Source: an optimization exercise on an open RTL-to-GDS flow (aim: small area, a short achievable clock period and few clock cycles per item). Production flows keep margins and buffers that such runs may drop.
Only simulation tests tie the RTL to the original design; equivalence was not proved.

==> flow/design.v <==
module fmul(
    input  [7:0] b,
    input  [7:0] c,
    output [7:0] p,
    output       pz
    );
    wire [3:0] u = b[3:0];
    wire [3:0] v = c[3:0];
    wire s0 = (u[1] & v[3]) ^ (u[2] & v[2]);
    wire c0 = (u[1] & v[3]) & (u[2] & v[2]);
    wire s1 = (u[2] & v[3]) ^ (u[3] & v[2]);
    wire c1 = (u[2] & v[3]) & (u[3] & v[2]);
    wire s2 = (u[0] & v[3]) ^ (u[1] & v[2]);
    wire c2 = (u[0] & v[3]) & (u[1] & v[2]);
    wire s3 = (u[3] & v[1]) ^ u[0] ^ v[0];
    wire c3 = ((u[3] & v[1]) & u[0]) | ((u[3] & v[1]) & v[0]) | ((u[0] & v[0]));
    wire s4 = u[1] ^ v[1] ^ c0;
    wire c4 = ((u[1] & v[1])) | (u[1] & c0) | (v[1] & c0);
    wire s5 = (u[3] & v[3]) ^ u[2] ^ v[2];
    wire c5 = ((u[3] & v[3]) & u[2]) | ((u[3] & v[3]) & v[2]) | ((u[2] & v[2]));
    wire s6 = (u[0] & v[2]) ^ (u[1] & v[1]);
    wire c6 = (u[0] & v[2]) & (u[1] & v[1]);
    wire s7 = (u[2] & v[1]) ^ (u[3] & v[0]) ^ s2;
    wire c7 = ((u[2] & v[1]) & (u[3] & v[0])) | ((u[2] & v[1]) & s2) | ((u[3] & v[0]) & s2);
    wire s8 = s0 ^ c2 ^ s3;
    wire c8 = (s0 & c2) | (s0 & s3) | (c2 & s3);
    wire s9 = s1 ^ c3 ^ s4;
    wire c9 = (s1 & c3) | (s1 & s4) | (c3 & s4);
    wire s10 = c1 ^ c4 ^ s5;
    wire c10 = (c1 & c4) | (c1 & s5) | (c4 & s5);
    wire s11 = u[3] ^ v[3] ^ c5;
    wire c11 = ((u[3] & v[3])) | (u[3] & c5) | (v[3] & c5);
    wire [9:0] r0 = {1'b0, 1'b1, c10, c9, c8, c7, c6, (u[2] & v[0]), (u[0] & v[1]), (u[0] & v[0])};
    wire [9:0] r1 = {1'b0, c11, s11, s10, s9, s8, s7, s6, (u[1] & v[0]), 1'b0};
    wire [9:0] m = r0 + r1;
    wire [2:0] es  = b[6:4] + c[6:4];
    wire [2:0] pe0 = es + 3'd5;
    wire [2:0] pe1 = es + 3'd6;
    assign p = {b[7] ^ c[7], m[9] ? pe1 : pe0, m[9] ? m[8:5] : m[7:4]};
    assign pz = (b == 8'd0) || (c == 8'd0) || (p == 8'd0);
endmodule
module calc_frac_bits(
    input  [7:0] r,
    input  [7:0] p,
    input        pz,
    output [7:0] y
    );
    wire rz   = (r == 8'd0);
    wire kill = pz || rz;     
    wire sub  = r[7] ^ p[7];
    wire       ge = (r[6:4] >= p[6:4]);
    wire       xr = pz || (!rz && ge);
    wire [2:0] d  = ge ? r[6:4] - p[6:4] : p[6:4] - r[6:4];
    wire [2:0] ex = xr ? r[6:4] : p[6:4];
    wire [3:0] fx = xr ? r[3:0] : p[3:0];
    wire [3:0] fy = xr ? p[3:0] : r[3:0];
    wire [4:0]  ms  = kill ? 5'd0 : {1'b1, fy};
    wire [12:0] ysh = {ms, 8'd0} >> d;     
    wire [6:0]  yv  = {1'b0, ysh[12:7]};
    wire        stk = |ysh[6:0];
    wire [6:0]  xv  = {1'b0, 1'b1, fx, 1'b0};
    wire [6:0]  t1  = xv + (yv ^ {7{sub}}) + {6'd0, sub & !stk};
    wire       eqs = !kill && sub && (r[6:4] == p[6:4]) && (p[3:0] >= r[3:0]);
    wire [3:0] fd  = p[3:0] - r[3:0];
    wire [6:0] t   = eqs ? {2'b00, fd, 1'b0} : t1;
    wire       sb  = (xr && !eqs) ? r[7] : p[7];
    reg [2:0] ne;
    reg [3:0] nf;
    always @(*) begin
        if (t[6])      begin ne = ex + 3'd1; nf = t[5:2]; end
        else if (t[5]) begin ne = ex;        nf = t[4:1]; end
        else if (t[4]) begin ne = ex - 3'd1; nf = t[3:0]; end
        else if (t[3]) begin ne = ex - 3'd2; nf = {t[2:0], 1'b0}; end
        else           begin ne = ex - 3'd3; nf = {t[1:0], 2'b00}; end
    end
    assign y = {sb, ne, nf};
endmodule
module mac(
    input            Clk,
    input            Reset,
    input            go,
    input      [7:0] B,
    input      [7:0] C,
    output reg [7:0] Aout
    );
    wire [7:0] p;
    wire       pz;
    reg  [7:0] P;
    reg        Pz;
    wire [7:0] nxt;
    fmul u_mul(.b(B), .c(C), .p(p), .pz(pz));
    calc_frac_bits u_step(.r(Aout), .p(P), .pz(Pz), .y(nxt));
    always @(posedge Clk) begin
        P  <= p;
        Pz <= pz || !go;
        if (Reset) Aout <= 8'd0;
        else       Aout <= nxt;
    end
endmodule
module matrix(
    input clk,
    input [7:0] A00,
    input [7:0] A01,
    input [7:0] A02,
    input [7:0] A10,
    input [7:0] A11,
    input [7:0] A12,
    input [7:0] A20,
    input [7:0] A21,
    input [7:0] A22,
    input [7:0] B00,
    input [7:0] B01,
    input [7:0] B02,
    input [7:0] B10,
    input [7:0] B11,
    input [7:0] B12,
    input [7:0] B20,
    input [7:0] B21,
    input [7:0] B22,
    output[7:0] Out00,
    output[7:0] Out01,
    output[7:0] Out02,
    output[7:0] Out10,
    output[7:0] Out11,
    output[7:0] Out12,
    output[7:0] Out20,
    output[7:0] Out21,
    output[7:0] Out22,
    input Reset,
    input Load,
    output Done
    );
    reg [1:0] ph;
    assign Done = (ph == 2'd0);
    wire go = !Reset && (Done ? Load : (ph != 2'd3));
    reg [1:0] ph_n;
    always @(*) begin
        if (Reset)     ph_n = 2'd0;
        else if (Done) ph_n = Load ? 2'd1 : 2'd0;
        else           ph_n = ph + 2'd1;
    end
    reg s0, s1, s2;
    always @(posedge clk) begin
        ph <= ph_n;
        s0 <= (ph_n == 2'd0) || (ph_n == 2'd3);
        s1 <= (ph_n == 2'd1);
        s2 <= (ph_n == 2'd2);
    end
    wire [7:0] a0 = ({8{s0}} & A00) | ({8{s1}} & A01) | ({8{s2}} & A02);
    wire [7:0] a1 = ({8{s0}} & A10) | ({8{s1}} & A11) | ({8{s2}} & A12);
    wire [7:0] a2 = ({8{s0}} & A20) | ({8{s1}} & A21) | ({8{s2}} & A22);
    wire [7:0] b0 = ({8{s0}} & B00) | ({8{s1}} & B10) | ({8{s2}} & B20);
    wire [7:0] b1 = ({8{s0}} & B01) | ({8{s1}} & B11) | ({8{s2}} & B21);
    wire [7:0] b2 = ({8{s0}} & B02) | ({8{s1}} & B12) | ({8{s2}} & B22);
    mac mac_00(.Clk(clk), .Reset(Reset), .go(go), .B(a0), .C(b0), .Aout(Out00));
    mac mac_01(.Clk(clk), .Reset(Reset), .go(go), .B(a0), .C(b1), .Aout(Out01));
    mac mac_02(.Clk(clk), .Reset(Reset), .go(go), .B(a0), .C(b2), .Aout(Out02));
    mac mac_10(.Clk(clk), .Reset(Reset), .go(go), .B(a1), .C(b0), .Aout(Out10));
    mac mac_11(.Clk(clk), .Reset(Reset), .go(go), .B(a1), .C(b1), .Aout(Out11));
    mac mac_12(.Clk(clk), .Reset(Reset), .go(go), .B(a1), .C(b2), .Aout(Out12));
    mac mac_20(.Clk(clk), .Reset(Reset), .go(go), .B(a2), .C(b0), .Aout(Out20));
    mac mac_21(.Clk(clk), .Reset(Reset), .go(go), .B(a2), .C(b1), .Aout(Out21));
    mac mac_22(.Clk(clk), .Reset(Reset), .go(go), .B(a2), .C(b2), .Aout(Out22));
endmodule
export LEC_CHECK = 0
export ABC_AREA = 1
export CAP_MARGIN = 20
export CORE_MARGIN = 2
export CORE_UTILIZATION = 40
export CTS_BUF_LIST = sky130_fd_sc_hd__clkbuf_4 sky130_fd_sc_hd__clkbuf_8
export SLEW_MARGIN = 20
create_clock -name core_clock -period 5.0 [get_ports {clk}]
standard.sh (not shown) runs the stock make flow with config.mk's settings and CLKGATE_MAP_FILE= SYNTH_SCRIPT=/design/flow/synth_recipe.tcl, a recipe that flattens the netlist after the stock synthesis.
==> flow/flow/run.sh <==
#!/bin/bash
# The standard layout, with four changes:
# - each port is buffered by a sky130_fd_sc_hd__buf_1 instead of the default
#   port buffer cell;
# - synthesis leaves adders to ABC instead of mapping them to the library's
#   full/half-adder cells first (ADDER_MAP_FILE empty);
# - ABC maps with flow/abc_map.script (two rounds of dch and map, with mfs2 between) instead of the
#   standard area script.
# - timing repair aims at a setup slack of 1.5 ns up to clock tree synthesis
#   and of 0.8 ns after it (SETUP_SLACK_MARGIN), so that the repair after
#   global routing does not upsize much.
# Everything else is the standard flow's synthesis (synth_recipe.tcl), so the registers
# are the standard synthesis's.
set -euo pipefail
W=$PWD
cat > "$W/own_synth.tcl" <<EOT
proc abc {args} {
  set i [lsearch -exact \$args -script]
  if {\$i >= 0} { lset args [expr {\$i + 1}] {$W/flow/abc_map.script} }
  yosys abc {*}\$args
}
source {$W/synth_recipe.tcl}
EOT
export BUFFER_PORTS_ARGS="-buffer_cell sky130_fd_sc_hd__buf_1"
bash standard.sh ADDER_MAP_FILE= SYNTH_SCRIPT="$W/own_synth.tcl" SETUP_SLACK_MARGIN=1.5 cts > standard_flow_cts.log 2>&1
bash standard.sh ADDER_MAP_FILE= SYNTH_SCRIPT="$W/own_synth.tcl" SETUP_SLACK_MARGIN=0.8 finish > standard_flow_finish.log 2>&1
==> flow/flow/abc_map.script <==
strash
dc2
dch -f
map -B 0.9
mfs2
strash
dch -f
map -B 0.9
topo
stime -c
buffer -c
upsize -c
dnsize -c
Testbench counts at the start, summed over its fixed seeds: cycles 512, items 128.
Rerun with:
--- a/flow/design.v
+++ b/flow/design.v
@@ -42,39 +42,38 @@
 module calc_frac_bits(
     input  [7:0] r,
     input  [7:0] p,
     input        pz,
     output [7:0] y
     );
-    wire rz   = (r == 8'd0);
-    wire kill = pz || rz;     
-    wire sub  = r[7] ^ p[7];
-    wire       ge = (r[6:4] >= p[6:4]);
-    wire       xr = pz || (!rz && ge);
-    wire [2:0] d  = ge ? r[6:4] - p[6:4] : p[6:4] - r[6:4];
-    wire [2:0] ex = xr ? r[6:4] : p[6:4];
-    wire [3:0] fx = xr ? r[3:0] : p[3:0];
-    wire [3:0] fy = xr ? p[3:0] : r[3:0];
-    wire [4:0]  ms  = kill ? 5'd0 : {1'b1, fy};
-    wire [12:0] ysh = {ms, 8'd0} >> d;     
+    wire rz = (r == 8'd0);
+    wire gt = (r[6:4] > p[6:4]) || ((r[6:4] == p[6:4]) && (r[3:0] > p[3:0]));
+    wire r_big = pz || (!rz && gt);
+    wire kill  = pz || rz;
+    wire [2:0] eb = r_big ? r[6:4] : p[6:4];
+    wire [3:0] fb = r_big ? r[3:0] : p[3:0];
+    wire [3:0] fs = r_big ? p[3:0] : r[3:0];
+    wire [3:0] de = {1'b0, r[6:4]} - {1'b0, p[6:4]};
+    wire [2:0] d  = de[3] ? 3'd0 - de[2:0] : de[2:0];
+    wire       sb = r_big ? r[7] : p[7];
+    wire       sub = r[7] ^ p[7];
+    wire [12:0] ya  = {!pz, p[3:0] & {4{!pz}}, 8'd0} >> d;
+    wire [12:0] yb  = {!rz, r[3:0], 8'd0} >> d;
+    wire [12:0] ysh = r_big ? ya : yb;
     wire [6:0]  yv  = {1'b0, ysh[12:7]};
     wire        stk = |ysh[6:0];
-    wire [6:0]  xv  = {1'b0, 1'b1, fx, 1'b0};
-    wire [6:0]  t1  = xv + (yv ^ {7{sub}}) + {6'd0, sub & !stk};
-    wire       eqs = !kill && sub && (r[6:4] == p[6:4]) && (p[3:0] >= r[3:0]);
-    wire [3:0] fd  = p[3:0] - r[3:0];
-    wire [6:0] t   = eqs ? {2'b00, fd, 1'b0} : t1;
-    wire       sb  = (xr && !eqs) ? r[7] : p[7];
+    wire [6:0]  xv  = {1'b0, 1'b1, fb, 1'b0};
+    wire [6:0]  t   = xv + (yv ^ {7{sub}}) + {6'd0, sub & !stk};
     reg [2:0] ne;
     reg [3:0] nf;
     always @(*) begin
-        if (t[6])      begin ne = ex + 3'd1; nf = t[5:2]; end
-        else if (t[5]) begin ne = ex;        nf = t[4:1]; end
-        else if (t[4]) begin ne = ex - 3'd1; nf = t[3:0]; end
-        else if (t[3]) begin ne = ex - 3'd2; nf = {t[2:0], 1'b0}; end
-        else           begin ne = ex - 3'd3; nf = {t[1:0], 2'b00}; end
+        if (t[6])      begin ne = eb + 3'd1; nf = t[5:2]; end
+        else if (t[5]) begin ne = eb;        nf = t[4:1]; end
+        else if (t[4]) begin ne = eb - 3'd1; nf = t[3:0]; end
+        else if (t[3]) begin ne = eb - 3'd2; nf = {t[2:0], 1'b0}; end
+        else           begin ne = eb - 3'd3; nf = {t[1:0], 2'b00}; end
     end
     assign y = {sb, ne, nf};
 endmodule
 module mac(
     input            Clk,
     input            Reset,
Setup slack degrades by 18 ps.
Global-route usage rose by 0.61 points.
Non-clock buffer count rose by 2.
Synthesized area fell slightly.
Die area fell slightly.
Design area fell slightly.
First-iteration DRC count rose by a few percent.
Sequential share of layout area hardly moves.
Testbench counts after the change, summed over its fixed seeds: cycles 512, items 128.

-- separate check: timing with driven ports --
In the flow no input, the clock included, has a driving cell. The finished layouts below were timed again as built, in two steps.
Step 1, drivers: a clkbuf_16 drives clk and a buf_2 each remaining input, both assumed.
Step 2, shift: input delay + t, output delay - t, t = (earliest + latest rising clock arrival at the registers) / 2. This alone moves slack from input paths to output paths.
Slacks: ideal / step 1 / step 2; pairs: ideal / step 1.
| run | shift t [ns] | slack for setup (ns) | worst register clock-pin slew, ns | pins driven straight from the clock port |
|---|---|---|---|---|
| the first run | 0.605 | 1.479 / 1.482 / 0.905 | 0.10 / 0.10 | 1 |
| the second run | 0.624 | 1.461 / 1.461 / 0.897 | 0.10 / 0.10 | 1 |
After both steps setup and hold are still met in every run listed. For the first run, which loses most, drivers alone change the setup slack by +0.003 ns; drivers and shift together by -0.574 ns.
